Background: an optimization exercise with open tools, aiming at small area, a short achievable clock period and few clock cycles per item. Do not read the settings as production practice.
Function was checked by simulation only, so behaviour that the tests miss may differ from the original.

$ cat flow/design.v
module sqrt_head (
    input  logic [15:0] x,
    output logic [7:0] q,      
    output logic [9:0] r       
);
    wire [2:0] a0 = {1'b0, x[15:14]};
    wire [2:0] o0 = 3'b111;   
    wire [2:0] g0_0 = a0 & o0;
    wire [2:0] p0_0 = a0 | o0;
    wire [2:0] g0_1, p0_1;
    assign g0_1[0] = g0_0[0];
    assign p0_1[0] = p0_0[0];
    assign g0_1[1] = g0_0[1] | (p0_0[1] & g0_0[0]);
    assign p0_1[1] = p0_0[1] & p0_0[0];
    assign g0_1[2] = g0_0[2];
    assign p0_1[2] = p0_0[2];
    wire [2:0] g0_2, p0_2;
    assign g0_2[0] = g0_1[0];
    assign p0_2[0] = p0_1[0];
    assign g0_2[1] = g0_1[1];
    assign p0_2[1] = p0_1[1];
    assign g0_2[2] = g0_1[2] | (p0_1[2] & g0_1[1]);
    assign p0_2[2] = p0_1[2] & p0_1[1];
    wire [2:0] r1 = a0 ^ o0 ^ {g0_2[1:0], 1'b0};
    wire [0:0] q1 = ~r1[2];
    wire [3:0] a1 = {r1[1:0], x[13:12]};
    wire [3:0] o1 = {q1[0], q1 ^ q1[0], 2'b11};
    wire [3:0] g1_0 = a1 & o1;
    wire [3:0] p1_0 = a1 | o1;
    wire [3:0] g1_1, p1_1;
    assign g1_1[0] = g1_0[0];
    assign p1_1[0] = p1_0[0];
    assign g1_1[1] = g1_0[1] | (p1_0[1] & g1_0[0]);
    assign p1_1[1] = p1_0[1] & p1_0[0];
    assign g1_1[2] = g1_0[2];
    assign p1_1[2] = p1_0[2];
    assign g1_1[3] = g1_0[3] | (p1_0[3] & g1_0[2]);
    assign p1_1[3] = p1_0[3] & p1_0[2];
    wire [3:0] g1_2, p1_2;
    assign g1_2[0] = g1_1[0];
    assign p1_2[0] = p1_1[0];
    assign g1_2[1] = g1_1[1];
    assign p1_2[1] = p1_1[1];
    assign g1_2[2] = g1_1[2] | (p1_1[2] & g1_1[1]);
    assign p1_2[2] = p1_1[2] & p1_1[1];
    assign g1_2[3] = g1_1[3] | (p1_1[3] & g1_1[1]);
    assign p1_2[3] = p1_1[3] & p1_1[1];
    wire [3:0] r2 = a1 ^ o1 ^ {g1_2[2:0], 1'b0};
    wire [1:0] q2 = {q1, ~r2[3]};
    wire [4:0] a2 = {r2[2:0], x[11:10]};
    wire [4:0] o2 = {q2[0], q2 ^ {2{q2[0]}}, 2'b11};
    wire [4:0] g2_0 = a2 & o2;
    wire [4:0] p2_0 = a2 | o2;
    wire [4:0] g2_1, p2_1;
    assign g2_1[0] = g2_0[0];
    assign p2_1[0] = p2_0[0];
    assign g2_1[1] = g2_0[1] | (p2_0[1] & g2_0[0]);
    assign p2_1[1] = p2_0[1] & p2_0[0];
    assign g2_1[2] = g2_0[2];
    assign p2_1[2] = p2_0[2];
    assign g2_1[3] = g2_0[3] | (p2_0[3] & g2_0[2]);
    assign p2_1[3] = p2_0[3] & p2_0[2];
    assign g2_1[4] = g2_0[4];
    assign p2_1[4] = p2_0[4];
    wire [4:0] g2_2, p2_2;
    assign g2_2[0] = g2_1[0];
    assign p2_2[0] = p2_1[0];
    assign g2_2[1] = g2_1[1];
    assign p2_2[1] = p2_1[1];
    assign g2_2[2] = g2_1[2] | (p2_1[2] & g2_1[1]);
    assign p2_2[2] = p2_1[2] & p2_1[1];
    assign g2_2[3] = g2_1[3] | (p2_1[3] & g2_1[1]);
    assign p2_2[3] = p2_1[3] & p2_1[1];
    assign g2_2[4] = g2_1[4];
    assign p2_2[4] = p2_1[4];
    wire [4:0] g2_3, p2_3;
    assign g2_3[0] = g2_2[0];
    assign p2_3[0] = p2_2[0];
    assign g2_3[1] = g2_2[1];
    assign p2_3[1] = p2_2[1];
    assign g2_3[2] = g2_2[2];
    assign p2_3[2] = p2_2[2];
    assign g2_3[3] = g2_2[3];
    assign p2_3[3] = p2_2[3];
    assign g2_3[4] = g2_2[4] | (p2_2[4] & g2_2[3]);
    assign p2_3[4] = p2_2[4] & p2_2[3];
    wire [4:0] r3 = a2 ^ o2 ^ {g2_3[3:0], 1'b0};
    wire [2:0] q3 = {q2, ~r3[4]};
    wire [5:0] a3 = {r3[3:0], x[9:8]};
    wire [5:0] o3 = {q3[0], q3 ^ {3{q3[0]}}, 2'b11};
    wire [5:0] g3_0 = a3 & o3;
    wire [5:0] p3_0 = a3 | o3;
    wire [5:0] g3_1, p3_1;
    assign g3_1[0] = g3_0[0];
    assign p3_1[0] = p3_0[0];
    assign g3_1[1] = g3_0[1] | (p3_0[1] & g3_0[0]);
    assign p3_1[1] = p3_0[1] & p3_0[0];
    assign g3_1[2] = g3_0[2];
    assign p3_1[2] = p3_0[2];
    assign g3_1[3] = g3_0[3] | (p3_0[3] & g3_0[2]);
    assign p3_1[3] = p3_0[3] & p3_0[2];
    assign g3_1[4] = g3_0[4];
    assign p3_1[4] = p3_0[4];
    assign g3_1[5] = g3_0[5] | (p3_0[5] & g3_0[4]);
    assign p3_1[5] = p3_0[5] & p3_0[4];
    wire [5:0] g3_2, p3_2;
    assign g3_2[0] = g3_1[0];
    assign p3_2[0] = p3_1[0];
    assign g3_2[1] = g3_1[1];
    assign p3_2[1] = p3_1[1];
    assign g3_2[2] = g3_1[2] | (p3_1[2] & g3_1[1]);
    assign p3_2[2] = p3_1[2] & p3_1[1];
    assign g3_2[3] = g3_1[3] | (p3_1[3] & g3_1[1]);
    assign p3_2[3] = p3_1[3] & p3_1[1];
    assign g3_2[4] = g3_1[4];
    assign p3_2[4] = p3_1[4];
    assign g3_2[5] = g3_1[5];
    assign p3_2[5] = p3_1[5];
    wire [5:0] g3_3, p3_3;
    assign g3_3[0] = g3_2[0];
    assign p3_3[0] = p3_2[0];
    assign g3_3[1] = g3_2[1];
    assign p3_3[1] = p3_2[1];
    assign g3_3[2] = g3_2[2];
    assign p3_3[2] = p3_2[2];
    assign g3_3[3] = g3_2[3];
    assign p3_3[3] = p3_2[3];
    assign g3_3[4] = g3_2[4] | (p3_2[4] & g3_2[3]);
    assign p3_3[4] = p3_2[4] & p3_2[3];
    assign g3_3[5] = g3_2[5] | (p3_2[5] & g3_2[3]);
    assign p3_3[5] = p3_2[5] & p3_2[3];
    wire [5:0] r4 = a3 ^ o3 ^ {g3_3[4:0], 1'b0};
    wire [3:0] q4 = {q3, ~r4[5]};
    wire [6:0] a4 = {r4[4:0], x[7:6]};
    wire [6:0] o4 = {q4[0], q4 ^ {4{q4[0]}}, 2'b11};
    wire [6:0] g4_0 = a4 & o4;
    wire [6:0] p4_0 = a4 | o4;
    wire [6:0] g4_1, p4_1;
    assign g4_1[0] = g4_0[0];
    assign p4_1[0] = p4_0[0];
    assign g4_1[1] = g4_0[1] | (p4_0[1] & g4_0[0]);
    assign p4_1[1] = p4_0[1] & p4_0[0];
    assign g4_1[2] = g4_0[2];
    assign p4_1[2] = p4_0[2];
    assign g4_1[3] = g4_0[3] | (p4_0[3] & g4_0[2]);
    assign p4_1[3] = p4_0[3] & p4_0[2];
    assign g4_1[4] = g4_0[4];
    assign p4_1[4] = p4_0[4];
    assign g4_1[5] = g4_0[5] | (p4_0[5] & g4_0[4]);
    assign p4_1[5] = p4_0[5] & p4_0[4];
    assign g4_1[6] = g4_0[6];
    assign p4_1[6] = p4_0[6];
    wire [6:0] g4_2, p4_2;
    assign g4_2[0] = g4_1[0];
    assign p4_2[0] = p4_1[0];
    assign g4_2[1] = g4_1[1];
    assign p4_2[1] = p4_1[1];
    assign g4_2[2] = g4_1[2] | (p4_1[2] & g4_1[1]);
    assign p4_2[2] = p4_1[2] & p4_1[1];
    assign g4_2[3] = g4_1[3] | (p4_1[3] & g4_1[1]);
    assign p4_2[3] = p4_1[3] & p4_1[1];
    assign g4_2[4] = g4_1[4];
    assign p4_2[4] = p4_1[4];
    assign g4_2[5] = g4_1[5];
    assign p4_2[5] = p4_1[5];
    assign g4_2[6] = g4_1[6] | (p4_1[6] & g4_1[5]);
    assign p4_2[6] = p4_1[6] & p4_1[5];
    wire [6:0] g4_3, p4_3;
    assign g4_3[0] = g4_2[0];
    assign p4_3[0] = p4_2[0];
    assign g4_3[1] = g4_2[1];
    assign p4_3[1] = p4_2[1];
    assign g4_3[2] = g4_2[2];
    assign p4_3[2] = p4_2[2];
    assign g4_3[3] = g4_2[3];
    assign p4_3[3] = p4_2[3];
    assign g4_3[4] = g4_2[4] | (p4_2[4] & g4_2[3]);
    assign p4_3[4] = p4_2[4] & p4_2[3];
    assign g4_3[5] = g4_2[5] | (p4_2[5] & g4_2[3]);
    assign p4_3[5] = p4_2[5] & p4_2[3];
    assign g4_3[6] = g4_2[6] | (p4_2[6] & g4_2[3]);
    assign p4_3[6] = p4_2[6] & p4_2[3];
    wire [6:0] r5 = a4 ^ o4 ^ {g4_3[5:0], 1'b0};
    wire [4:0] q5 = {q4, ~r5[6]};
    wire [7:0] a5 = {r5[5:0], x[5:4]};
    wire [7:0] o5 = {q5[0], q5 ^ {5{q5[0]}}, 2'b11};
    wire [7:0] g5_0 = a5 & o5;
    wire [7:0] p5_0 = a5 | o5;
    wire [7:0] g5_1, p5_1;
    assign g5_1[0] = g5_0[0];
    assign p5_1[0] = p5_0[0];
    assign g5_1[1] = g5_0[1] | (p5_0[1] & g5_0[0]);
    assign p5_1[1] = p5_0[1] & p5_0[0];
    assign g5_1[2] = g5_0[2];
    assign p5_1[2] = p5_0[2];
    assign g5_1[3] = g5_0[3] | (p5_0[3] & g5_0[2]);
    assign p5_1[3] = p5_0[3] & p5_0[2];
    assign g5_1[4] = g5_0[4];
    assign p5_1[4] = p5_0[4];
    assign g5_1[5] = g5_0[5] | (p5_0[5] & g5_0[4]);
    assign p5_1[5] = p5_0[5] & p5_0[4];
    assign g5_1[6] = g5_0[6];
    assign p5_1[6] = p5_0[6];
    assign g5_1[7] = g5_0[7] | (p5_0[7] & g5_0[6]);
    assign p5_1[7] = p5_0[7] & p5_0[6];
    wire [7:0] g5_2, p5_2;
    assign g5_2[0] = g5_1[0];
    assign p5_2[0] = p5_1[0];
    assign g5_2[1] = g5_1[1];
    assign p5_2[1] = p5_1[1];
    assign g5_2[2] = g5_1[2] | (p5_1[2] & g5_1[1]);
    assign p5_2[2] = p5_1[2] & p5_1[1];
    assign g5_2[3] = g5_1[3] | (p5_1[3] & g5_1[1]);
    assign p5_2[3] = p5_1[3] & p5_1[1];
    assign g5_2[4] = g5_1[4];
    assign p5_2[4] = p5_1[4];
    assign g5_2[5] = g5_1[5];
    assign p5_2[5] = p5_1[5];
    assign g5_2[6] = g5_1[6] | (p5_1[6] & g5_1[5]);
    assign p5_2[6] = p5_1[6] & p5_1[5];
    assign g5_2[7] = g5_1[7] | (p5_1[7] & g5_1[5]);
    assign p5_2[7] = p5_1[7] & p5_1[5];
    wire [7:0] g5_3, p5_3;
    assign g5_3[0] = g5_2[0];
    assign p5_3[0] = p5_2[0];
    assign g5_3[1] = g5_2[1];
    assign p5_3[1] = p5_2[1];
    assign g5_3[2] = g5_2[2];
    assign p5_3[2] = p5_2[2];
    assign g5_3[3] = g5_2[3];
    assign p5_3[3] = p5_2[3];
    assign g5_3[4] = g5_2[4] | (p5_2[4] & g5_2[3]);
    assign p5_3[4] = p5_2[4] & p5_2[3];
    assign g5_3[5] = g5_2[5] | (p5_2[5] & g5_2[3]);
    assign p5_3[5] = p5_2[5] & p5_2[3];
    assign g5_3[6] = g5_2[6] | (p5_2[6] & g5_2[3]);
    assign p5_3[6] = p5_2[6] & p5_2[3];
    assign g5_3[7] = g5_2[7] | (p5_2[7] & g5_2[3]);
    assign p5_3[7] = p5_2[7] & p5_2[3];
    wire [7:0] r6 = a5 ^ o5 ^ {g5_3[6:0], 1'b0};
    wire [5:0] q6 = {q5, ~r6[7]};
    wire [8:0] a6 = {r6[6:0], x[3:2]};
    wire [8:0] o6 = {q6[0], q6 ^ {6{q6[0]}}, 2'b11};
    wire [8:0] g6_0 = a6 & o6;
    wire [8:0] p6_0 = a6 | o6;
    wire [8:0] g6_1, p6_1;
    assign g6_1[0] = g6_0[0];
    assign p6_1[0] = p6_0[0];
    assign g6_1[1] = g6_0[1] | (p6_0[1] & g6_0[0]);
    assign p6_1[1] = p6_0[1] & p6_0[0];
    assign g6_1[2] = g6_0[2];
    assign p6_1[2] = p6_0[2];
    assign g6_1[3] = g6_0[3] | (p6_0[3] & g6_0[2]);
    assign p6_1[3] = p6_0[3] & p6_0[2];
    assign g6_1[4] = g6_0[4];
    assign p6_1[4] = p6_0[4];
    assign g6_1[5] = g6_0[5] | (p6_0[5] & g6_0[4]);
    assign p6_1[5] = p6_0[5] & p6_0[4];
    assign g6_1[6] = g6_0[6];
    assign p6_1[6] = p6_0[6];
    assign g6_1[7] = g6_0[7] | (p6_0[7] & g6_0[6]);
    assign p6_1[7] = p6_0[7] & p6_0[6];
    assign g6_1[8] = g6_0[8];
    assign p6_1[8] = p6_0[8];
    wire [8:0] g6_2, p6_2;
    assign g6_2[0] = g6_1[0];
    assign p6_2[0] = p6_1[0];
    assign g6_2[1] = g6_1[1];
    assign p6_2[1] = p6_1[1];
    assign g6_2[2] = g6_1[2] | (p6_1[2] & g6_1[1]);
    assign p6_2[2] = p6_1[2] & p6_1[1];
    assign g6_2[3] = g6_1[3] | (p6_1[3] & g6_1[1]);
    assign p6_2[3] = p6_1[3] & p6_1[1];
    assign g6_2[4] = g6_1[4];
    assign p6_2[4] = p6_1[4];
    assign g6_2[5] = g6_1[5];
    assign p6_2[5] = p6_1[5];
    assign g6_2[6] = g6_1[6] | (p6_1[6] & g6_1[5]);
    assign p6_2[6] = p6_1[6] & p6_1[5];
    assign g6_2[7] = g6_1[7] | (p6_1[7] & g6_1[5]);
    assign p6_2[7] = p6_1[7] & p6_1[5];
    assign g6_2[8] = g6_1[8];
    assign p6_2[8] = p6_1[8];
    wire [8:0] g6_3, p6_3;
    assign g6_3[0] = g6_2[0];
    assign p6_3[0] = p6_2[0];
    assign g6_3[1] = g6_2[1];
    assign p6_3[1] = p6_2[1];
    assign g6_3[2] = g6_2[2];
    assign p6_3[2] = p6_2[2];
    assign g6_3[3] = g6_2[3];
    assign p6_3[3] = p6_2[3];
    assign g6_3[4] = g6_2[4] | (p6_2[4] & g6_2[3]);
    assign p6_3[4] = p6_2[4] & p6_2[3];
    assign g6_3[5] = g6_2[5] | (p6_2[5] & g6_2[3]);
    assign p6_3[5] = p6_2[5] & p6_2[3];
    assign g6_3[6] = g6_2[6] | (p6_2[6] & g6_2[3]);
    assign p6_3[6] = p6_2[6] & p6_2[3];
    assign g6_3[7] = g6_2[7] | (p6_2[7] & g6_2[3]);
    assign p6_3[7] = p6_2[7] & p6_2[3];
    assign g6_3[8] = g6_2[8];
    assign p6_3[8] = p6_2[8];
    wire [8:0] g6_4, p6_4;
    assign g6_4[0] = g6_3[0];
    assign p6_4[0] = p6_3[0];
    assign g6_4[1] = g6_3[1];
    assign p6_4[1] = p6_3[1];
    assign g6_4[2] = g6_3[2];
    assign p6_4[2] = p6_3[2];
    assign g6_4[3] = g6_3[3];
    assign p6_4[3] = p6_3[3];
    assign g6_4[4] = g6_3[4];
    assign p6_4[4] = p6_3[4];
    assign g6_4[5] = g6_3[5];
    assign p6_4[5] = p6_3[5];
    assign g6_4[6] = g6_3[6];
    assign p6_4[6] = p6_3[6];
    assign g6_4[7] = g6_3[7];
    assign p6_4[7] = p6_3[7];
    assign g6_4[8] = g6_3[8] | (p6_3[8] & g6_3[7]);
    assign p6_4[8] = p6_3[8] & p6_3[7];
    wire [8:0] r7 = a6 ^ o6 ^ {g6_4[7:0], 1'b0};
    wire [6:0] q7 = {q6, ~r7[8]};
    wire [9:0] a7 = {r7[7:0], x[1:0]};
    wire [9:0] o7 = {q7[0], q7 ^ {7{q7[0]}}, 2'b11};
    wire [9:0] g7_0 = a7 & o7;
    wire [9:0] p7_0 = a7 | o7;
    wire [9:0] g7_1, p7_1;
    assign g7_1[0] = g7_0[0];
    assign p7_1[0] = p7_0[0];
    assign g7_1[1] = g7_0[1] | (p7_0[1] & g7_0[0]);
    assign p7_1[1] = p7_0[1] & p7_0[0];
    assign g7_1[2] = g7_0[2];
    assign p7_1[2] = p7_0[2];
    assign g7_1[3] = g7_0[3] | (p7_0[3] & g7_0[2]);
    assign p7_1[3] = p7_0[3] & p7_0[2];
    assign g7_1[4] = g7_0[4];
    assign p7_1[4] = p7_0[4];
    assign g7_1[5] = g7_0[5] | (p7_0[5] & g7_0[4]);
    assign p7_1[5] = p7_0[5] & p7_0[4];
    assign g7_1[6] = g7_0[6];
    assign p7_1[6] = p7_0[6];
    assign g7_1[7] = g7_0[7] | (p7_0[7] & g7_0[6]);
    assign p7_1[7] = p7_0[7] & p7_0[6];
    assign g7_1[8] = g7_0[8];
    assign p7_1[8] = p7_0[8];
    assign g7_1[9] = g7_0[9] | (p7_0[9] & g7_0[8]);
    assign p7_1[9] = p7_0[9] & p7_0[8];
    wire [9:0] g7_2, p7_2;
    assign g7_2[0] = g7_1[0];
    assign p7_2[0] = p7_1[0];
    assign g7_2[1] = g7_1[1];
    assign p7_2[1] = p7_1[1];
    assign g7_2[2] = g7_1[2] | (p7_1[2] & g7_1[1]);
    assign p7_2[2] = p7_1[2] & p7_1[1];
    assign g7_2[3] = g7_1[3] | (p7_1[3] & g7_1[1]);
    assign p7_2[3] = p7_1[3] & p7_1[1];
    assign g7_2[4] = g7_1[4];
    assign p7_2[4] = p7_1[4];
    assign g7_2[5] = g7_1[5];
    assign p7_2[5] = p7_1[5];
    assign g7_2[6] = g7_1[6] | (p7_1[6] & g7_1[5]);
    assign p7_2[6] = p7_1[6] & p7_1[5];
    assign g7_2[7] = g7_1[7] | (p7_1[7] & g7_1[5]);
    assign p7_2[7] = p7_1[7] & p7_1[5];
    assign g7_2[8] = g7_1[8];
    assign p7_2[8] = p7_1[8];
    assign g7_2[9] = g7_1[9];
    assign p7_2[9] = p7_1[9];
    wire [9:0] g7_3, p7_3;
    assign g7_3[0] = g7_2[0];
    assign p7_3[0] = p7_2[0];
    assign g7_3[1] = g7_2[1];
    assign p7_3[1] = p7_2[1];
    assign g7_3[2] = g7_2[2];
    assign p7_3[2] = p7_2[2];
    assign g7_3[3] = g7_2[3];
    assign p7_3[3] = p7_2[3];
    assign g7_3[4] = g7_2[4] | (p7_2[4] & g7_2[3]);
    assign p7_3[4] = p7_2[4] & p7_2[3];
    assign g7_3[5] = g7_2[5] | (p7_2[5] & g7_2[3]);
    assign p7_3[5] = p7_2[5] & p7_2[3];
    assign g7_3[6] = g7_2[6] | (p7_2[6] & g7_2[3]);
    assign p7_3[6] = p7_2[6] & p7_2[3];
    assign g7_3[7] = g7_2[7] | (p7_2[7] & g7_2[3]);
    assign p7_3[7] = p7_2[7] & p7_2[3];
    assign g7_3[8] = g7_2[8];
    assign p7_3[8] = p7_2[8];
    assign g7_3[9] = g7_2[9];
    assign p7_3[9] = p7_2[9];
    wire [9:0] g7_4, p7_4;
    assign g7_4[0] = g7_3[0];
    assign p7_4[0] = p7_3[0];
    assign g7_4[1] = g7_3[1];
    assign p7_4[1] = p7_3[1];
    assign g7_4[2] = g7_3[2];
    assign p7_4[2] = p7_3[2];
    assign g7_4[3] = g7_3[3];
    assign p7_4[3] = p7_3[3];
    assign g7_4[4] = g7_3[4];
    assign p7_4[4] = p7_3[4];
    assign g7_4[5] = g7_3[5];
    assign p7_4[5] = p7_3[5];
    assign g7_4[6] = g7_3[6];
    assign p7_4[6] = p7_3[6];
    assign g7_4[7] = g7_3[7];
    assign p7_4[7] = p7_3[7];
    assign g7_4[8] = g7_3[8] | (p7_3[8] & g7_3[7]);
    assign p7_4[8] = p7_3[8] & p7_3[7];
    assign g7_4[9] = g7_3[9] | (p7_3[9] & g7_3[7]);
    assign p7_4[9] = p7_3[9] & p7_3[7];
    wire [9:0] r8 = a7 ^ o7 ^ {g7_4[8:0], 1'b0};
    wire [7:0] q8 = {q7, ~r8[9]};
    assign q = q8;
    assign r = r8;
endmodule
module sqrt_tail (
    input  logic [7:0] q,
    input  logic [9:0] r,
    output logic [11:0] root
);
    wire [10:0] a8 = {r[8:0], 2'b00};
    wire [10:0] o8 = {q[0], q ^ {8{q[0]}}, 2'b11};
    wire [10:0] g8_0 = a8 & o8;
    wire [10:0] p8_0 = a8 | o8;
    wire [10:0] g8_1, p8_1;
    assign g8_1[0] = g8_0[0];
    assign p8_1[0] = p8_0[0];
    assign g8_1[1] = g8_0[1] | (p8_0[1] & g8_0[0]);
    assign p8_1[1] = p8_0[1] & p8_0[0];
    assign g8_1[2] = g8_0[2];
    assign p8_1[2] = p8_0[2];
    assign g8_1[3] = g8_0[3] | (p8_0[3] & g8_0[2]);
    assign p8_1[3] = p8_0[3] & p8_0[2];
    assign g8_1[4] = g8_0[4];
    assign p8_1[4] = p8_0[4];
    assign g8_1[5] = g8_0[5] | (p8_0[5] & g8_0[4]);
    assign p8_1[5] = p8_0[5] & p8_0[4];
    assign g8_1[6] = g8_0[6];
    assign p8_1[6] = p8_0[6];
    assign g8_1[7] = g8_0[7] | (p8_0[7] & g8_0[6]);
    assign p8_1[7] = p8_0[7] & p8_0[6];
    assign g8_1[8] = g8_0[8];
    assign p8_1[8] = p8_0[8];
    assign g8_1[9] = g8_0[9] | (p8_0[9] & g8_0[8]);
    assign p8_1[9] = p8_0[9] & p8_0[8];
    assign g8_1[10] = g8_0[10];
    assign p8_1[10] = p8_0[10];
    wire [10:0] g8_2, p8_2;
    assign g8_2[0] = g8_1[0];
    assign p8_2[0] = p8_1[0];
    assign g8_2[1] = g8_1[1];
    assign p8_2[1] = p8_1[1];
    assign g8_2[2] = g8_1[2] | (p8_1[2] & g8_1[1]);
    assign p8_2[2] = p8_1[2] & p8_1[1];
    assign g8_2[3] = g8_1[3] | (p8_1[3] & g8_1[1]);
    assign p8_2[3] = p8_1[3] & p8_1[1];
    assign g8_2[4] = g8_1[4];
    assign p8_2[4] = p8_1[4];
    assign g8_2[5] = g8_1[5];
    assign p8_2[5] = p8_1[5];
    assign g8_2[6] = g8_1[6] | (p8_1[6] & g8_1[5]);
    assign p8_2[6] = p8_1[6] & p8_1[5];
    assign g8_2[7] = g8_1[7] | (p8_1[7] & g8_1[5]);
    assign p8_2[7] = p8_1[7] & p8_1[5];
    assign g8_2[8] = g8_1[8];
    assign p8_2[8] = p8_1[8];
    assign g8_2[9] = g8_1[9];
    assign p8_2[9] = p8_1[9];
    assign g8_2[10] = g8_1[10] | (p8_1[10] & g8_1[9]);
    assign p8_2[10] = p8_1[10] & p8_1[9];
    wire [10:0] g8_3, p8_3;
    assign g8_3[0] = g8_2[0];
    assign p8_3[0] = p8_2[0];
    assign g8_3[1] = g8_2[1];
    assign p8_3[1] = p8_2[1];
    assign g8_3[2] = g8_2[2];
    assign p8_3[2] = p8_2[2];
    assign g8_3[3] = g8_2[3];
    assign p8_3[3] = p8_2[3];
    assign g8_3[4] = g8_2[4] | (p8_2[4] & g8_2[3]);
    assign p8_3[4] = p8_2[4] & p8_2[3];
    assign g8_3[5] = g8_2[5] | (p8_2[5] & g8_2[3]);
    assign p8_3[5] = p8_2[5] & p8_2[3];
    assign g8_3[6] = g8_2[6] | (p8_2[6] & g8_2[3]);
    assign p8_3[6] = p8_2[6] & p8_2[3];
    assign g8_3[7] = g8_2[7] | (p8_2[7] & g8_2[3]);
    assign p8_3[7] = p8_2[7] & p8_2[3];
    assign g8_3[8] = g8_2[8];
    assign p8_3[8] = p8_2[8];
    assign g8_3[9] = g8_2[9];
    assign p8_3[9] = p8_2[9];
    assign g8_3[10] = g8_2[10];
    assign p8_3[10] = p8_2[10];
    wire [10:0] g8_4, p8_4;
    assign g8_4[0] = g8_3[0];
    assign p8_4[0] = p8_3[0];
    assign g8_4[1] = g8_3[1];
    assign p8_4[1] = p8_3[1];
    assign g8_4[2] = g8_3[2];
    assign p8_4[2] = p8_3[2];
    assign g8_4[3] = g8_3[3];
    assign p8_4[3] = p8_3[3];
    assign g8_4[4] = g8_3[4];
    assign p8_4[4] = p8_3[4];
    assign g8_4[5] = g8_3[5];
    assign p8_4[5] = p8_3[5];
    assign g8_4[6] = g8_3[6];
    assign p8_4[6] = p8_3[6];
    assign g8_4[7] = g8_3[7];
    assign p8_4[7] = p8_3[7];
    assign g8_4[8] = g8_3[8] | (p8_3[8] & g8_3[7]);
    assign p8_4[8] = p8_3[8] & p8_3[7];
    assign g8_4[9] = g8_3[9] | (p8_3[9] & g8_3[7]);
    assign p8_4[9] = p8_3[9] & p8_3[7];
    assign g8_4[10] = g8_3[10] | (p8_3[10] & g8_3[7]);
    assign p8_4[10] = p8_3[10] & p8_3[7];
    wire [10:0] r9 = a8 ^ o8 ^ {g8_4[9:0], 1'b0};
    wire [8:0] q9 = {q, ~r9[10]};
    wire [11:0] a9 = {r9[9:0], 2'b00};
    wire [11:0] o9 = {q9[0], q9 ^ {9{q9[0]}}, 2'b11};
    wire [11:0] g9_0 = a9 & o9;
    wire [11:0] p9_0 = a9 | o9;
    wire [11:0] g9_1, p9_1;
    assign g9_1[0] = g9_0[0];
    assign p9_1[0] = p9_0[0];
    assign g9_1[1] = g9_0[1] | (p9_0[1] & g9_0[0]);
    assign p9_1[1] = p9_0[1] & p9_0[0];
    assign g9_1[2] = g9_0[2];
    assign p9_1[2] = p9_0[2];
    assign g9_1[3] = g9_0[3] | (p9_0[3] & g9_0[2]);
    assign p9_1[3] = p9_0[3] & p9_0[2];
    assign g9_1[4] = g9_0[4];
    assign p9_1[4] = p9_0[4];
    assign g9_1[5] = g9_0[5] | (p9_0[5] & g9_0[4]);
    assign p9_1[5] = p9_0[5] & p9_0[4];
    assign g9_1[6] = g9_0[6];
    assign p9_1[6] = p9_0[6];
    assign g9_1[7] = g9_0[7] | (p9_0[7] & g9_0[6]);
    assign p9_1[7] = p9_0[7] & p9_0[6];
    assign g9_1[8] = g9_0[8];
    assign p9_1[8] = p9_0[8];
    assign g9_1[9] = g9_0[9] | (p9_0[9] & g9_0[8]);
    assign p9_1[9] = p9_0[9] & p9_0[8];
    assign g9_1[10] = g9_0[10];
    assign p9_1[10] = p9_0[10];
    assign g9_1[11] = g9_0[11] | (p9_0[11] & g9_0[10]);
    assign p9_1[11] = p9_0[11] & p9_0[10];
    wire [11:0] g9_2, p9_2;
    assign g9_2[0] = g9_1[0];
    assign p9_2[0] = p9_1[0];
    assign g9_2[1] = g9_1[1];
    assign p9_2[1] = p9_1[1];
    assign g9_2[2] = g9_1[2] | (p9_1[2] & g9_1[1]);
    assign p9_2[2] = p9_1[2] & p9_1[1];
    assign g9_2[3] = g9_1[3] | (p9_1[3] & g9_1[1]);
    assign p9_2[3] = p9_1[3] & p9_1[1];
    assign g9_2[4] = g9_1[4];
    assign p9_2[4] = p9_1[4];
    assign g9_2[5] = g9_1[5];
    assign p9_2[5] = p9_1[5];
    assign g9_2[6] = g9_1[6] | (p9_1[6] & g9_1[5]);
    assign p9_2[6] = p9_1[6] & p9_1[5];
    assign g9_2[7] = g9_1[7] | (p9_1[7] & g9_1[5]);
    assign p9_2[7] = p9_1[7] & p9_1[5];
    assign g9_2[8] = g9_1[8];
    assign p9_2[8] = p9_1[8];
    assign g9_2[9] = g9_1[9];
    assign p9_2[9] = p9_1[9];
    assign g9_2[10] = g9_1[10] | (p9_1[10] & g9_1[9]);
    assign p9_2[10] = p9_1[10] & p9_1[9];
    assign g9_2[11] = g9_1[11] | (p9_1[11] & g9_1[9]);
    assign p9_2[11] = p9_1[11] & p9_1[9];
    wire [11:0] g9_3, p9_3;
    assign g9_3[0] = g9_2[0];
    assign p9_3[0] = p9_2[0];
    assign g9_3[1] = g9_2[1];
    assign p9_3[1] = p9_2[1];
    assign g9_3[2] = g9_2[2];
    assign p9_3[2] = p9_2[2];
    assign g9_3[3] = g9_2[3];
    assign p9_3[3] = p9_2[3];
    assign g9_3[4] = g9_2[4] | (p9_2[4] & g9_2[3]);
    assign p9_3[4] = p9_2[4] & p9_2[3];
    assign g9_3[5] = g9_2[5] | (p9_2[5] & g9_2[3]);
    assign p9_3[5] = p9_2[5] & p9_2[3];
    assign g9_3[6] = g9_2[6] | (p9_2[6] & g9_2[3]);
    assign p9_3[6] = p9_2[6] & p9_2[3];
    assign g9_3[7] = g9_2[7] | (p9_2[7] & g9_2[3]);
    assign p9_3[7] = p9_2[7] & p9_2[3];
    assign g9_3[8] = g9_2[8];
    assign p9_3[8] = p9_2[8];
    assign g9_3[9] = g9_2[9];
    assign p9_3[9] = p9_2[9];
    assign g9_3[10] = g9_2[10];
    assign p9_3[10] = p9_2[10];
    assign g9_3[11] = g9_2[11];
    assign p9_3[11] = p9_2[11];
    wire [11:0] g9_4, p9_4;
    assign g9_4[0] = g9_3[0];
    assign p9_4[0] = p9_3[0];
    assign g9_4[1] = g9_3[1];
    assign p9_4[1] = p9_3[1];
    assign g9_4[2] = g9_3[2];
    assign p9_4[2] = p9_3[2];
    assign g9_4[3] = g9_3[3];
    assign p9_4[3] = p9_3[3];
    assign g9_4[4] = g9_3[4];
    assign p9_4[4] = p9_3[4];
    assign g9_4[5] = g9_3[5];
    assign p9_4[5] = p9_3[5];
    assign g9_4[6] = g9_3[6];
    assign p9_4[6] = p9_3[6];
    assign g9_4[7] = g9_3[7];
    assign p9_4[7] = p9_3[7];
    assign g9_4[8] = g9_3[8] | (p9_3[8] & g9_3[7]);
    assign p9_4[8] = p9_3[8] & p9_3[7];
    assign g9_4[9] = g9_3[9] | (p9_3[9] & g9_3[7]);
    assign p9_4[9] = p9_3[9] & p9_3[7];
    assign g9_4[10] = g9_3[10] | (p9_3[10] & g9_3[7]);
    assign p9_4[10] = p9_3[10] & p9_3[7];
    assign g9_4[11] = g9_3[11] | (p9_3[11] & g9_3[7]);
    assign p9_4[11] = p9_3[11] & p9_3[7];
    wire [11:0] r10 = a9 ^ o9 ^ {g9_4[10:0], 1'b0};
    wire [9:0] q10 = {q9, ~r10[11]};
    wire [12:0] a10 = {r10[10:0], 2'b00};
    wire [12:0] o10 = {q10[0], q10 ^ {10{q10[0]}}, 2'b11};
    wire [12:0] g10_0 = a10 & o10;
    wire [12:0] p10_0 = a10 | o10;
    wire [12:0] g10_1, p10_1;
    assign g10_1[0] = g10_0[0];
    assign p10_1[0] = p10_0[0];
    assign g10_1[1] = g10_0[1] | (p10_0[1] & g10_0[0]);
    assign p10_1[1] = p10_0[1] & p10_0[0];
    assign g10_1[2] = g10_0[2];
    assign p10_1[2] = p10_0[2];
    assign g10_1[3] = g10_0[3] | (p10_0[3] & g10_0[2]);
    assign p10_1[3] = p10_0[3] & p10_0[2];
    assign g10_1[4] = g10_0[4];
    assign p10_1[4] = p10_0[4];
    assign g10_1[5] = g10_0[5] | (p10_0[5] & g10_0[4]);
    assign p10_1[5] = p10_0[5] & p10_0[4];
    assign g10_1[6] = g10_0[6];
    assign p10_1[6] = p10_0[6];
    assign g10_1[7] = g10_0[7] | (p10_0[7] & g10_0[6]);
    assign p10_1[7] = p10_0[7] & p10_0[6];
    assign g10_1[8] = g10_0[8];
    assign p10_1[8] = p10_0[8];
    assign g10_1[9] = g10_0[9] | (p10_0[9] & g10_0[8]);
    assign p10_1[9] = p10_0[9] & p10_0[8];
    assign g10_1[10] = g10_0[10];
    assign p10_1[10] = p10_0[10];
    assign g10_1[11] = g10_0[11] | (p10_0[11] & g10_0[10]);
    assign p10_1[11] = p10_0[11] & p10_0[10];
    assign g10_1[12] = g10_0[12];
    assign p10_1[12] = p10_0[12];
    wire [12:0] g10_2, p10_2;
    assign g10_2[0] = g10_1[0];
    assign p10_2[0] = p10_1[0];
    assign g10_2[1] = g10_1[1];
    assign p10_2[1] = p10_1[1];
    assign g10_2[2] = g10_1[2] | (p10_1[2] & g10_1[1]);
    assign p10_2[2] = p10_1[2] & p10_1[1];
    assign g10_2[3] = g10_1[3] | (p10_1[3] & g10_1[1]);
    assign p10_2[3] = p10_1[3] & p10_1[1];
    assign g10_2[4] = g10_1[4];
    assign p10_2[4] = p10_1[4];
    assign g10_2[5] = g10_1[5];
    assign p10_2[5] = p10_1[5];
    assign g10_2[6] = g10_1[6] | (p10_1[6] & g10_1[5]);
    assign p10_2[6] = p10_1[6] & p10_1[5];
    assign g10_2[7] = g10_1[7] | (p10_1[7] & g10_1[5]);
    assign p10_2[7] = p10_1[7] & p10_1[5];
    assign g10_2[8] = g10_1[8];
    assign p10_2[8] = p10_1[8];
    assign g10_2[9] = g10_1[9];
    assign p10_2[9] = p10_1[9];
    assign g10_2[10] = g10_1[10] | (p10_1[10] & g10_1[9]);
    assign p10_2[10] = p10_1[10] & p10_1[9];
    assign g10_2[11] = g10_1[11] | (p10_1[11] & g10_1[9]);
    assign p10_2[11] = p10_1[11] & p10_1[9];
    assign g10_2[12] = g10_1[12];
    assign p10_2[12] = p10_1[12];
    wire [12:0] g10_3, p10_3;
    assign g10_3[0] = g10_2[0];
    assign p10_3[0] = p10_2[0];
    assign g10_3[1] = g10_2[1];
    assign p10_3[1] = p10_2[1];
    assign g10_3[2] = g10_2[2];
    assign p10_3[2] = p10_2[2];
    assign g10_3[3] = g10_2[3];
    assign p10_3[3] = p10_2[3];
    assign g10_3[4] = g10_2[4] | (p10_2[4] & g10_2[3]);
    assign p10_3[4] = p10_2[4] & p10_2[3];
    assign g10_3[5] = g10_2[5] | (p10_2[5] & g10_2[3]);
    assign p10_3[5] = p10_2[5] & p10_2[3];
    assign g10_3[6] = g10_2[6] | (p10_2[6] & g10_2[3]);
    assign p10_3[6] = p10_2[6] & p10_2[3];
    assign g10_3[7] = g10_2[7] | (p10_2[7] & g10_2[3]);
    assign p10_3[7] = p10_2[7] & p10_2[3];
    assign g10_3[8] = g10_2[8];
    assign p10_3[8] = p10_2[8];
    assign g10_3[9] = g10_2[9];
    assign p10_3[9] = p10_2[9];
    assign g10_3[10] = g10_2[10];
    assign p10_3[10] = p10_2[10];
    assign g10_3[11] = g10_2[11];
    assign p10_3[11] = p10_2[11];
    assign g10_3[12] = g10_2[12] | (p10_2[12] & g10_2[11]);
    assign p10_3[12] = p10_2[12] & p10_2[11];
    wire [12:0] g10_4, p10_4;
    assign g10_4[0] = g10_3[0];
    assign p10_4[0] = p10_3[0];
    assign g10_4[1] = g10_3[1];
    assign p10_4[1] = p10_3[1];
    assign g10_4[2] = g10_3[2];
    assign p10_4[2] = p10_3[2];
    assign g10_4[3] = g10_3[3];
    assign p10_4[3] = p10_3[3];
    assign g10_4[4] = g10_3[4];
    assign p10_4[4] = p10_3[4];
    assign g10_4[5] = g10_3[5];
    assign p10_4[5] = p10_3[5];
    assign g10_4[6] = g10_3[6];
    assign p10_4[6] = p10_3[6];
    assign g10_4[7] = g10_3[7];
    assign p10_4[7] = p10_3[7];
    assign g10_4[8] = g10_3[8] | (p10_3[8] & g10_3[7]);
    assign p10_4[8] = p10_3[8] & p10_3[7];
    assign g10_4[9] = g10_3[9] | (p10_3[9] & g10_3[7]);
    assign p10_4[9] = p10_3[9] & p10_3[7];
    assign g10_4[10] = g10_3[10] | (p10_3[10] & g10_3[7]);
    assign p10_4[10] = p10_3[10] & p10_3[7];
    assign g10_4[11] = g10_3[11] | (p10_3[11] & g10_3[7]);
    assign p10_4[11] = p10_3[11] & p10_3[7];
    assign g10_4[12] = g10_3[12] | (p10_3[12] & g10_3[7]);
    assign p10_4[12] = p10_3[12] & p10_3[7];
    wire [12:0] r11 = a10 ^ o10 ^ {g10_4[11:0], 1'b0};
    wire [10:0] q11 = {q10, ~r11[12]};
    wire [13:0] a11 = {r11[11:0], 2'b00};
    wire [13:0] o11 = {q11[0], q11 ^ {11{q11[0]}}, 2'b11};
    wire [13:0] g11_0 = a11 & o11;
    wire [13:0] p11_0 = a11 | o11;
    wire [13:0] g11_1, p11_1;
    assign g11_1[0] = g11_0[0];
    assign p11_1[0] = p11_0[0];
    assign g11_1[1] = g11_0[1] | (p11_0[1] & g11_0[0]);
    assign p11_1[1] = p11_0[1] & p11_0[0];
    assign g11_1[2] = g11_0[2];
    assign p11_1[2] = p11_0[2];
    assign g11_1[3] = g11_0[3] | (p11_0[3] & g11_0[2]);
    assign p11_1[3] = p11_0[3] & p11_0[2];
    assign g11_1[4] = g11_0[4];
    assign p11_1[4] = p11_0[4];
    assign g11_1[5] = g11_0[5] | (p11_0[5] & g11_0[4]);
    assign p11_1[5] = p11_0[5] & p11_0[4];
    assign g11_1[6] = g11_0[6];
    assign p11_1[6] = p11_0[6];
    assign g11_1[7] = g11_0[7] | (p11_0[7] & g11_0[6]);
    assign p11_1[7] = p11_0[7] & p11_0[6];
    assign g11_1[8] = g11_0[8];
    assign p11_1[8] = p11_0[8];
    assign g11_1[9] = g11_0[9] | (p11_0[9] & g11_0[8]);
    assign p11_1[9] = p11_0[9] & p11_0[8];
    assign g11_1[10] = g11_0[10];
    assign p11_1[10] = p11_0[10];
    assign g11_1[11] = g11_0[11] | (p11_0[11] & g11_0[10]);
    assign p11_1[11] = p11_0[11] & p11_0[10];
    assign g11_1[12] = g11_0[12];
    assign p11_1[12] = p11_0[12];
    assign g11_1[13] = g11_0[13] | (p11_0[13] & g11_0[12]);
    assign p11_1[13] = p11_0[13] & p11_0[12];
    wire [13:0] g11_2, p11_2;
    assign g11_2[0] = g11_1[0];
    assign p11_2[0] = p11_1[0];
    assign g11_2[1] = g11_1[1];
    assign p11_2[1] = p11_1[1];
    assign g11_2[2] = g11_1[2] | (p11_1[2] & g11_1[1]);
    assign p11_2[2] = p11_1[2] & p11_1[1];
    assign g11_2[3] = g11_1[3] | (p11_1[3] & g11_1[1]);
    assign p11_2[3] = p11_1[3] & p11_1[1];
    assign g11_2[4] = g11_1[4];
    assign p11_2[4] = p11_1[4];
    assign g11_2[5] = g11_1[5];
    assign p11_2[5] = p11_1[5];
    assign g11_2[6] = g11_1[6] | (p11_1[6] & g11_1[5]);
    assign p11_2[6] = p11_1[6] & p11_1[5];
    assign g11_2[7] = g11_1[7] | (p11_1[7] & g11_1[5]);
    assign p11_2[7] = p11_1[7] & p11_1[5];
    assign g11_2[8] = g11_1[8];
    assign p11_2[8] = p11_1[8];
    assign g11_2[9] = g11_1[9];
    assign p11_2[9] = p11_1[9];
    assign g11_2[10] = g11_1[10] | (p11_1[10] & g11_1[9]);
    assign p11_2[10] = p11_1[10] & p11_1[9];
    assign g11_2[11] = g11_1[11] | (p11_1[11] & g11_1[9]);
    assign p11_2[11] = p11_1[11] & p11_1[9];
    assign g11_2[12] = g11_1[12];
    assign p11_2[12] = p11_1[12];
    assign g11_2[13] = g11_1[13];
    assign p11_2[13] = p11_1[13];
    wire [13:0] g11_3, p11_3;
    assign g11_3[0] = g11_2[0];
    assign p11_3[0] = p11_2[0];
    assign g11_3[1] = g11_2[1];
    assign p11_3[1] = p11_2[1];
    assign g11_3[2] = g11_2[2];
    assign p11_3[2] = p11_2[2];
    assign g11_3[3] = g11_2[3];
    assign p11_3[3] = p11_2[3];
    assign g11_3[4] = g11_2[4] | (p11_2[4] & g11_2[3]);
    assign p11_3[4] = p11_2[4] & p11_2[3];
    assign g11_3[5] = g11_2[5] | (p11_2[5] & g11_2[3]);
    assign p11_3[5] = p11_2[5] & p11_2[3];
    assign g11_3[6] = g11_2[6] | (p11_2[6] & g11_2[3]);
    assign p11_3[6] = p11_2[6] & p11_2[3];
    assign g11_3[7] = g11_2[7] | (p11_2[7] & g11_2[3]);
    assign p11_3[7] = p11_2[7] & p11_2[3];
    assign g11_3[8] = g11_2[8];
    assign p11_3[8] = p11_2[8];
    assign g11_3[9] = g11_2[9];
    assign p11_3[9] = p11_2[9];
    assign g11_3[10] = g11_2[10];
    assign p11_3[10] = p11_2[10];
    assign g11_3[11] = g11_2[11];
    assign p11_3[11] = p11_2[11];
    assign g11_3[12] = g11_2[12] | (p11_2[12] & g11_2[11]);
    assign p11_3[12] = p11_2[12] & p11_2[11];
    assign g11_3[13] = g11_2[13] | (p11_2[13] & g11_2[11]);
    assign p11_3[13] = p11_2[13] & p11_2[11];
    wire [13:0] g11_4, p11_4;
    assign g11_4[0] = g11_3[0];
    assign p11_4[0] = p11_3[0];
    assign g11_4[1] = g11_3[1];
    assign p11_4[1] = p11_3[1];
    assign g11_4[2] = g11_3[2];
    assign p11_4[2] = p11_3[2];
    assign g11_4[3] = g11_3[3];
    assign p11_4[3] = p11_3[3];
    assign g11_4[4] = g11_3[4];
    assign p11_4[4] = p11_3[4];
    assign g11_4[5] = g11_3[5];
    assign p11_4[5] = p11_3[5];
    assign g11_4[6] = g11_3[6];
    assign p11_4[6] = p11_3[6];
    assign g11_4[7] = g11_3[7];
    assign p11_4[7] = p11_3[7];
    assign g11_4[8] = g11_3[8] | (p11_3[8] & g11_3[7]);
    assign p11_4[8] = p11_3[8] & p11_3[7];
    assign g11_4[9] = g11_3[9] | (p11_3[9] & g11_3[7]);
    assign p11_4[9] = p11_3[9] & p11_3[7];
    assign g11_4[10] = g11_3[10] | (p11_3[10] & g11_3[7]);
    assign p11_4[10] = p11_3[10] & p11_3[7];
    assign g11_4[11] = g11_3[11] | (p11_3[11] & g11_3[7]);
    assign p11_4[11] = p11_3[11] & p11_3[7];
    assign g11_4[12] = g11_3[12] | (p11_3[12] & g11_3[7]);
    assign p11_4[12] = p11_3[12] & p11_3[7];
    assign g11_4[13] = g11_3[13] | (p11_3[13] & g11_3[7]);
    assign p11_4[13] = p11_3[13] & p11_3[7];
    wire [13:0] r12 = a11 ^ o11 ^ {g11_4[12:0], 1'b0};
    wire [11:0] q12 = {q11, ~r12[13]};
    assign root = q12;
endmodule
module sqrt_binary_search (
    input  logic        clk,
    input  logic        rst,         
    input  logic        valid_in,
    input  logic [15:0] x,           
    output logic [15:0] x_sqrt,      
    output logic        valid_out
);
    logic [7:0] q_d, q_r;
    logic [9:0] r_d, r_r;
    logic        v_r;
    logic [11:0] root;
    sqrt_head head (.x(x), .q(q_d), .r(r_d));
    always_ff @(posedge clk) begin
        if (rst) v_r <= 1'b0;
        else     v_r <= valid_in;
        q_r <= q_d;
        r_r <= r_d;
    end
    sqrt_tail tail (.q(q_r), .r(r_r), .root(root));
    assign x_sqrt    = {4'd0, root};
    assign valid_out = v_r;
endmodule
$ cat flow/flow/run.sh
#!/bin/bash
# The standard layout (standard.sh), with these changes:
#  - synthesis: no adder-cell mapping (ADDER_MAP_FILE empty), so ABC maps the
#    adders from plain gates instead of the slow ha/fa cells, and the final ABC
#    mapping uses flow/abc_iter.script (see flow/synth_iter.tcl);
#  - buf_2 cells as the port buffers (buffer_ports otherwise picks the slow
#    clkdlybuf4s50_1);
#  - setup repair only resizes cells (SETUP_MOVE_SEQUENCE=sizeup).
set -e
here=$(pwd)
export ADDER_MAP_FILE=
export BUFFER_PORTS_ARGS="-buffer_cell sky130_fd_sc_hd__buf_2"
export SETUP_MOVE_SEQUENCE=sizeup
bash standard.sh SYNTH_SCRIPT=$here/flow/synth_iter.tcl finish > standard.log 2>&1
$ cat flow/flow/abc_iter.script
strash
dch
map -B 0.9
strash
dch
map -B 0.9
strash
dch
map -B 0.9
strash
dch
map -B 0.9
strash
dch
map -B 0.9
strash
dch
map -B 0.9
strash
dch
map -B 0.9
strash
dch
map -B 0.9 -D 4300
topo
stime -c
buffer -c
upsize -c -D 4300
dnsize -c -D 4300
$ cat flow/flow/synth_iter.tcl
# The standard flow's synthesis (synth_recipe.tcl, which sources ORFS's synth.tcl) with one
# change: the final technology mapping runs ABC with abc_iter.script, which
# repeats ORFS's area script's strash/dch/map round 8 times, the last one and the sizing
# aimed at a 4300 ps delay target (area recovery below it).
# Everything before it (synth -nofsm -noshare, flip-flop mapping) and after it
# (flatten, renames) is the standard flow's own, so the registers are the standard ones.
set ::abc_iter_script [file normalize [file join [file dirname [info script]] abc_iter.script]]
set ::synth_recipe_tcl [file normalize [file join [file dirname [info script]] .. synth_recipe.tcl]]
proc abc {args} {
  set i [lsearch -exact $args -script]
  if {$i >= 0} { lset args [expr {$i + 1}] $::abc_iter_script }
  puts "abc: mapping with $::abc_iter_script"
  yosys abc {*}$args
}
source $::synth_recipe_tcl
$ cat flow/standard.sh
#!/bin/bash
# synth_recipe.tcl (not shown) runs the flow's synth.tcl, then flattens the netlist and writes it again
# the make line also repeats each setting of config.mk as NAME=value (left out here)
make -C /OpenROAD-flow-scripts/flow DESIGN_CONFIG=/design/flow/config.mk WORK_HOME=/design/flow/orfs CLKGATE_MAP_FILE= SYNTH_SCRIPT=/design/flow/synth_recipe.tcl "${@:-finish}"
$ cat flow/config.mk
export PLATFORM = sky130hd
export DESIGN_NAME = sqrt_binary_search
export DESIGN_NICKNAME = sqrt_binary_search
export VERILOG_FILES = /design/flow/design.v
export SDC_FILE = /design/flow/constraint.sdc
export NUM_CORES = 4
export LEC_CHECK = 0
export ABC_AREA = 1
export CAP_MARGIN = 20
export CORE_MARGIN = 2
export CORE_UTILIZATION = 40
export PLACE_DENSITY = 0.85
export SETUP_SLACK_MARGIN = 4.1
export SLEW_MARGIN = 20
export TNS_END_PERCENT = 10
$ cat flow/constraint.sdc
create_clock -name core_clock -period 11.0 [get_ports {clk}]
set_input_delay 2.2000 -clock core_clock [delete_from_list [all_inputs] [get_ports {clk}]]
set_output_delay 2.2000 -clock core_clock [all_outputs]
set_load 0.01 [all_outputs]
==> reports/metrics.cfg, run 1 <==
[cells_and_area]
area_delta_synth_final_pct = 26.1
nFillCells = 820
antenna_cells = 0
drive_gt1_frac = 0.214
fin_area_um2 = 4140
final_nets = 696

[grt]
grt_pass1_wl_um = 13100
antenna_found_initial = 0
grt_pass1_vias = 3241
grt_max_degree = 15
grtUsageTotal = 0.175
overflow = 0

[detailed_routing]
first_iter_violations = 162
ant_nets = 0
vias_per_cell = 5.08
wl_per_cell_um = 11.4
wl_um = 8890
vias = 3965
drc = 0
drt_pass1_iterations = 4

[cts]
hold_buffers = 0
clock_path_buffers = 2
ctsResizeCount = 30
cts_made_buffers = 3
h-tree-depth = 1
cts_tree = yes
cts_sinks = 18
clockRootBuffer = clkbuf_8
clk_pin_slew_worst_paths_ps = 70
post_cts_buffers = 0

[timing]
finalHoldViolCount = 0
tns_ps = 0
setup_viol = 0
finalCritPeriodShare = 0.623
fmax_ghz = 0.146
period_minus_slack_ps = 6860
maxSlewViolCount = 0
rsz0062_at_grt = yes

[yosys]
synth_commonest_cells = 289 x nand2_1, 96 x nand3_1, 80 x inv_1
syn_area_um2 = 3280
synthCells = 645
ys.flop_type = dfxtp_1
synth_area_leaders = nand2_1 33%, nand3_1 15%, dfxtp_1 11%
async_reset_ff_frac = 0
yosysTopAreaCell = nand2_1
synthDistinctLibCells = 22
synth.yosys.warnings = 1
synth.avg_cell_area_um2 = 5.08
yosys_register_bits = 18
synth_most_common_cell = nand2_1
synth_edf_count = 0
synth_top_area_frac = 0.331
synth_seq_area_share = 0.110

[run_status]
status = no timing/DRC/antenna violations

[setup_path]
worstSetupPathType = flip-flop to output port
cp-start-kind = flip-flop
path_buf_inv = 3
worst_setup_path_end_kind = output port
cp.arrival_ps = 4660
cpMostUsedCell = nand2_1
critPathMaxFanout = 14
cpPeakStageDelay_ps = 470
crit_required_ps = 8800
cp_slowest_cell = dfxtp_4
cp_top_family = simple AND/OR/NAND/NOR gates

[die]
core-area_um2 = 8090
pin_count = 36
die_h_um = 94.5
rows = 33
fp.dieW_um = 94.5
initial_core_util = 0.405
die_area_um2 = 8940

[placement]
hpwl_um = 6380
port_buffers = 31
postPlaceCellArea_um2 = 3520
globalplace.congestion = 0.974

[hold_path]
hold_class = input pin to flip-flop

[job]
maxCapViolations = 0

cells in the final DEF, fill, tap and decap left out, drive strengths merged:
master / n
xor2: 29
nor2: 41
dfxtp: 18
a21o: 5
a21oi: 7
nand4: 8
nand3: 96
nand2: 293
inv: 80
xnor2: 28
nand2b: 1
nand3b: 5
o21ai: 14
buf: 31
or2: 12
conb: 4
clkbuf: 4
area by class of cell:
type	instances	area, um2	area share
Multi-Input combinational cell	543	3130	0.756
Clock buffer	4	55.1	0.0133
Inverter	80	300	0.0726
Sequential cell	18	367	0.0887
Tap cell	105	131	0.0318
Timing Repair Buffer	31	155	0.0375
layer usage:
metal / track usage / vias up / part of all wire / wire length, um
met1: 0.216 / 1758 / 0.42 / 3770
met4: 0.0652 / 0 / 0.034 / 305
met5: 0 / - / 0 / 0
met2: 0.318 / 111 / 0.50 / 4450
met3: 0.0104 / 31 / 0.041 / 368
li1: - / 2065 / - / -
through the flow:
stage / std cells / hold WS [ps] / setup slack [ps] / utilization
6_report: 781 / 2090 / 4140 / 0.511
5_1_grt: 781 / 2100 / 3800 / 0.511
4_1_cts: 781 / 2090 / 4100 / 0.454
3_5_place_dp: 777 / 2360 / 3420 / 0.435
3_3_place_gp: 777 / 2350 / 3720 / 0.435
2_1_floorplan: 648 / 2260 / 4360 / -
final timing paths:
check / startpoint / to / slack (ps) / cells past startpoint
worst min-delay path: rst / v_r$_SDFF_PP0_ / 2090 / 2
worst max-delay path: q_r[0]$_DFF_P_ / x_sqrt[0] / 4140 / 40
state kept, by name, indices dropped and copies added, names as in the netlist:
register  cells
v_r           1
r_r           9
q_r           8
cell families (layout without fill, tap and decap cells):
group / count (synthesis) / after routing / share of synthesized area
other: 1 / 4 / 0.00114
buffers and inverters: 87 / 115 / 0.108
AND/OR/NAND/NOR: 456 / 456 / 0.584
XOR/XNOR: 57 / 57 / 0.152
AO/OA/AOI/OAI: 26 / 26 / 0.0446
flip-flops: 18 / 18 / 0.110
Testbench counts, summed over its fixed seeds: cycles 262,148, items 262,144.
==> inputs of run 2 (changes only) <==
--- a/flow/config.mk
+++ b/flow/config.mk
@@ -12,3 +12,3 @@
 export PLACE_DENSITY = 0.85
-export SETUP_SLACK_MARGIN = 4.1
+export SETUP_SLACK_MARGIN = 4.3
 export SLEW_MARGIN = 20
==> reports/metrics.cfg, run 2 <==
[placement]
hpwl_um = 6380  ; unchanged
dpl.cell_count = 777  ; unchanged
globalplace.congestion = 0.974  ; unchanged
port_buffers = 31  ; unchanged
pre_cts_ws_ps = 3420  ; unchanged

[cells_and_area]
largest_reg_flops = 9  ; unchanged
final_cell_mix = 245 x nand2_1, 77 x inv_1, 71 x nand3_1
final_nets = 696  ; unchanged
area_delta_synth_final_pct = 29.5
drive_gt1_frac = 0.226  ; +0.0118
nFillCells = 794  ; -3.2%
top_regs = r_r (9), q_r (8), v_r (1)
layout_commonest_cell = nand2_1
fin_cells = 781  ; unchanged
regMostFlops = r_r
antenna_cells = 0  ; unchanged

[yosys]
ys.flop_type = dfxtp_1
synth_seq_area_share = 0.110  ; unchanged
synth_top_area_frac = 0.331  ; unchanged
synth.avg_cell_area_um2 = 5.08  ; unchanged
synth_commonest_cells = 289 x nand2_1, 96 x nand3_1, 80 x inv_1
async_reset_ff_frac = 0  ; unchanged
synthCells = 645  ; unchanged
syn_area_um2 = 3280  ; unchanged
synthDistinctLibCells = 22  ; unchanged
yosys_register_bits = 18  ; unchanged
synth_edf_count = 0  ; unchanged
synth_area_leaders = nand2_1 33%, nand3_1 15%, dfxtp_1 11%
yosysTopAreaCell = nand2_1
synth.yosys.warnings = 1  ; unchanged
synth_most_common_cell = nand2_1

[job]
maxCapViolations = 0  ; unchanged

[detailed_routing]
wl_um = 9040  ; +1.7%
met3_wirelength_um = 379  ; +3.0%
drt_pass1_iterations = 5  ; +1
ant_nets = 0  ; unchanged
highest_layer = met4
wl_per_cell_um = 11.6  ; +1.7%
drc = 0  ; unchanged
dr_wl_met2_um = 4590  ; +3.1%
first_iter_violations = 149  ; -8.0%
wl_met1_um = 3790  ; +0.74%
vias = 3993  ; +0.71%
vias_per_cell = 5.11  ; +0.71%

[setup_path]
worst_setup_path_end_kind = output port
cp-start-kind = flip-flop
path_buf_inv = 4  ; +1
crit_required_ps = 8800  ; about the same
crit_start = q_r[0]$_DFF_P_
worstSetupPathType = flip-flop to output port
critPathMaxFanout = 14  ; unchanged
cp_slowest_cell = dfxtp_4
cp.arrival_ps = 4640  ; -20 ps
cp_top_family = simple AND/OR/NAND/NOR gates
cpPeakStageDelay_ps = 480  ; about the same

[die]
initial_core_util = 0.405  ; unchanged
rows = 33  ; unchanged
die_area_um2 = 8940  ; unchanged
fp.dieW_um = 94.5  ; unchanged
pin_count = 36  ; unchanged
core-area_um2 = 8090  ; unchanged
die_h_um = 94.5  ; unchanged

[cts]
cts_made_buffers = 3  ; unchanged
clockRootBuffer = clkbuf_8
cts_tree = yes
hold_buffers = 0  ; unchanged
clk_pin_slew_worst_paths_ps = 70  ; about the same
h-tree-depth = 1  ; unchanged
post_cts_buffers = 0  ; unchanged
ctsResizeCount = 59  ; +97%
cts_sinks = 18  ; unchanged
clock_path_buffers = 2  ; unchanged

[timing]
tns_ps = 0  ; unchanged
finalCritPeriodShare = 0.622  ; -0.00144
whs_ps = 2090  ; -0.740 ps
setup_viol = 0  ; unchanged
rsz0062_at_grt = yes
period_minus_slack_ps = 6840  ; -15.8 ps
maxSlewViolCount = 0  ; unchanged
finalHoldViolCount = 0  ; unchanged
fmax_ghz = 0.146  ; +0.23%
fin_ws_ps = 4160  ; +15.8 ps

[run_status]
status = no timing/DRC/antenna violations

[grt]
grt_pass1_vias = 3316  ; +2.3%
grtUsageTotal = 0.182  ; +0.00708
grt_max_degree = 15  ; unchanged
grt_pass1_wl_um = 13600  ; +4.1%
overflow = 0  ; unchanged
antenna_found_initial = 0  ; unchanged

[hold_path]
hold_class = input pin to flip-flop
worstHoldStart = rst

run 2: cell counts after synthesis:
Identical to the previous run, type by type.
run 2: cell type report:
class	instances	area [um2]	area share
multi-input cells	543	3240	0.762
clock buffers	4	55.1	0.0130
flip-flops and latches	18	367	0.0864
repair buffers	31	155	0.0365
inverters	80	300	0.0707
well taps	105	131	0.0309
run 2: per-stage QoR:
step / util / instance area, um2
5_1_grt: 0.525 / 4250
3_3_place_gp: 0.435 / 3520
6_report: 0.525 / 4250
3_5_place_dp: 0.435 / 3520
4_1_cts: 0.468 / 3780
2_1_floorplan: - / 3290
run 2: cells by family (layout without fill, tap and decap cells):
group / count (synthesis) / after routing / share of synthesized area
xor+xnor: 57 / 57 / 0.152
other cells: 1 / 4 / 0.00114
simple gates: 456 / 456 / 0.584
flops: 18 / 18 / 0.110
compound gates: 26 / 26 / 0.0446
buf+inv: 87 / 115 / 0.108
run 2: routing by layer:
layer | track usage | vias up
met4 | 0.0592 | 0
met3 | 0.0104 | 29
met5 | 0 | -
met2 | 0.335 | 106
li1 | - | 2065
met1 | 0.225 | 1793
run 2: worst paths after layout:
| path | end | cells after the start |
|---|---|---|
| worst max-delay path | x_sqrt[0] | 41 |
| worst min-delay path | v_r$_SDFF_PP0_ | 2 |

==> what the ideal ports hide <==
Ports are ideal in the flow. The routed layouts listed here were re-timed in OpenROAD.
Step 1 assumes that a clkbuf_16 drives the clock port and a buf_2 every other input.
Step 2, shift: input delay + t, output delay - t, t = (earliest + latest rising clock arrival at the registers) / 2. This alone moves slack from input paths to output paths.
Three values: ideal, step 1, step 2; two values: the first two.
| run | t (ns) | setup slack, ns | worst slew at a driven data input, ns | pins driven straight from the clock port |
|---|---|---|---|---|
| run 1 | 0.276 | 4.143 / 4.118 / 4.345 | 0.03 | 1 |
| run 2 | 0.276 | 4.159 / 4.134 / 4.277 | 0.03 | 1 |
After both steps setup and hold are still met in every run listed.
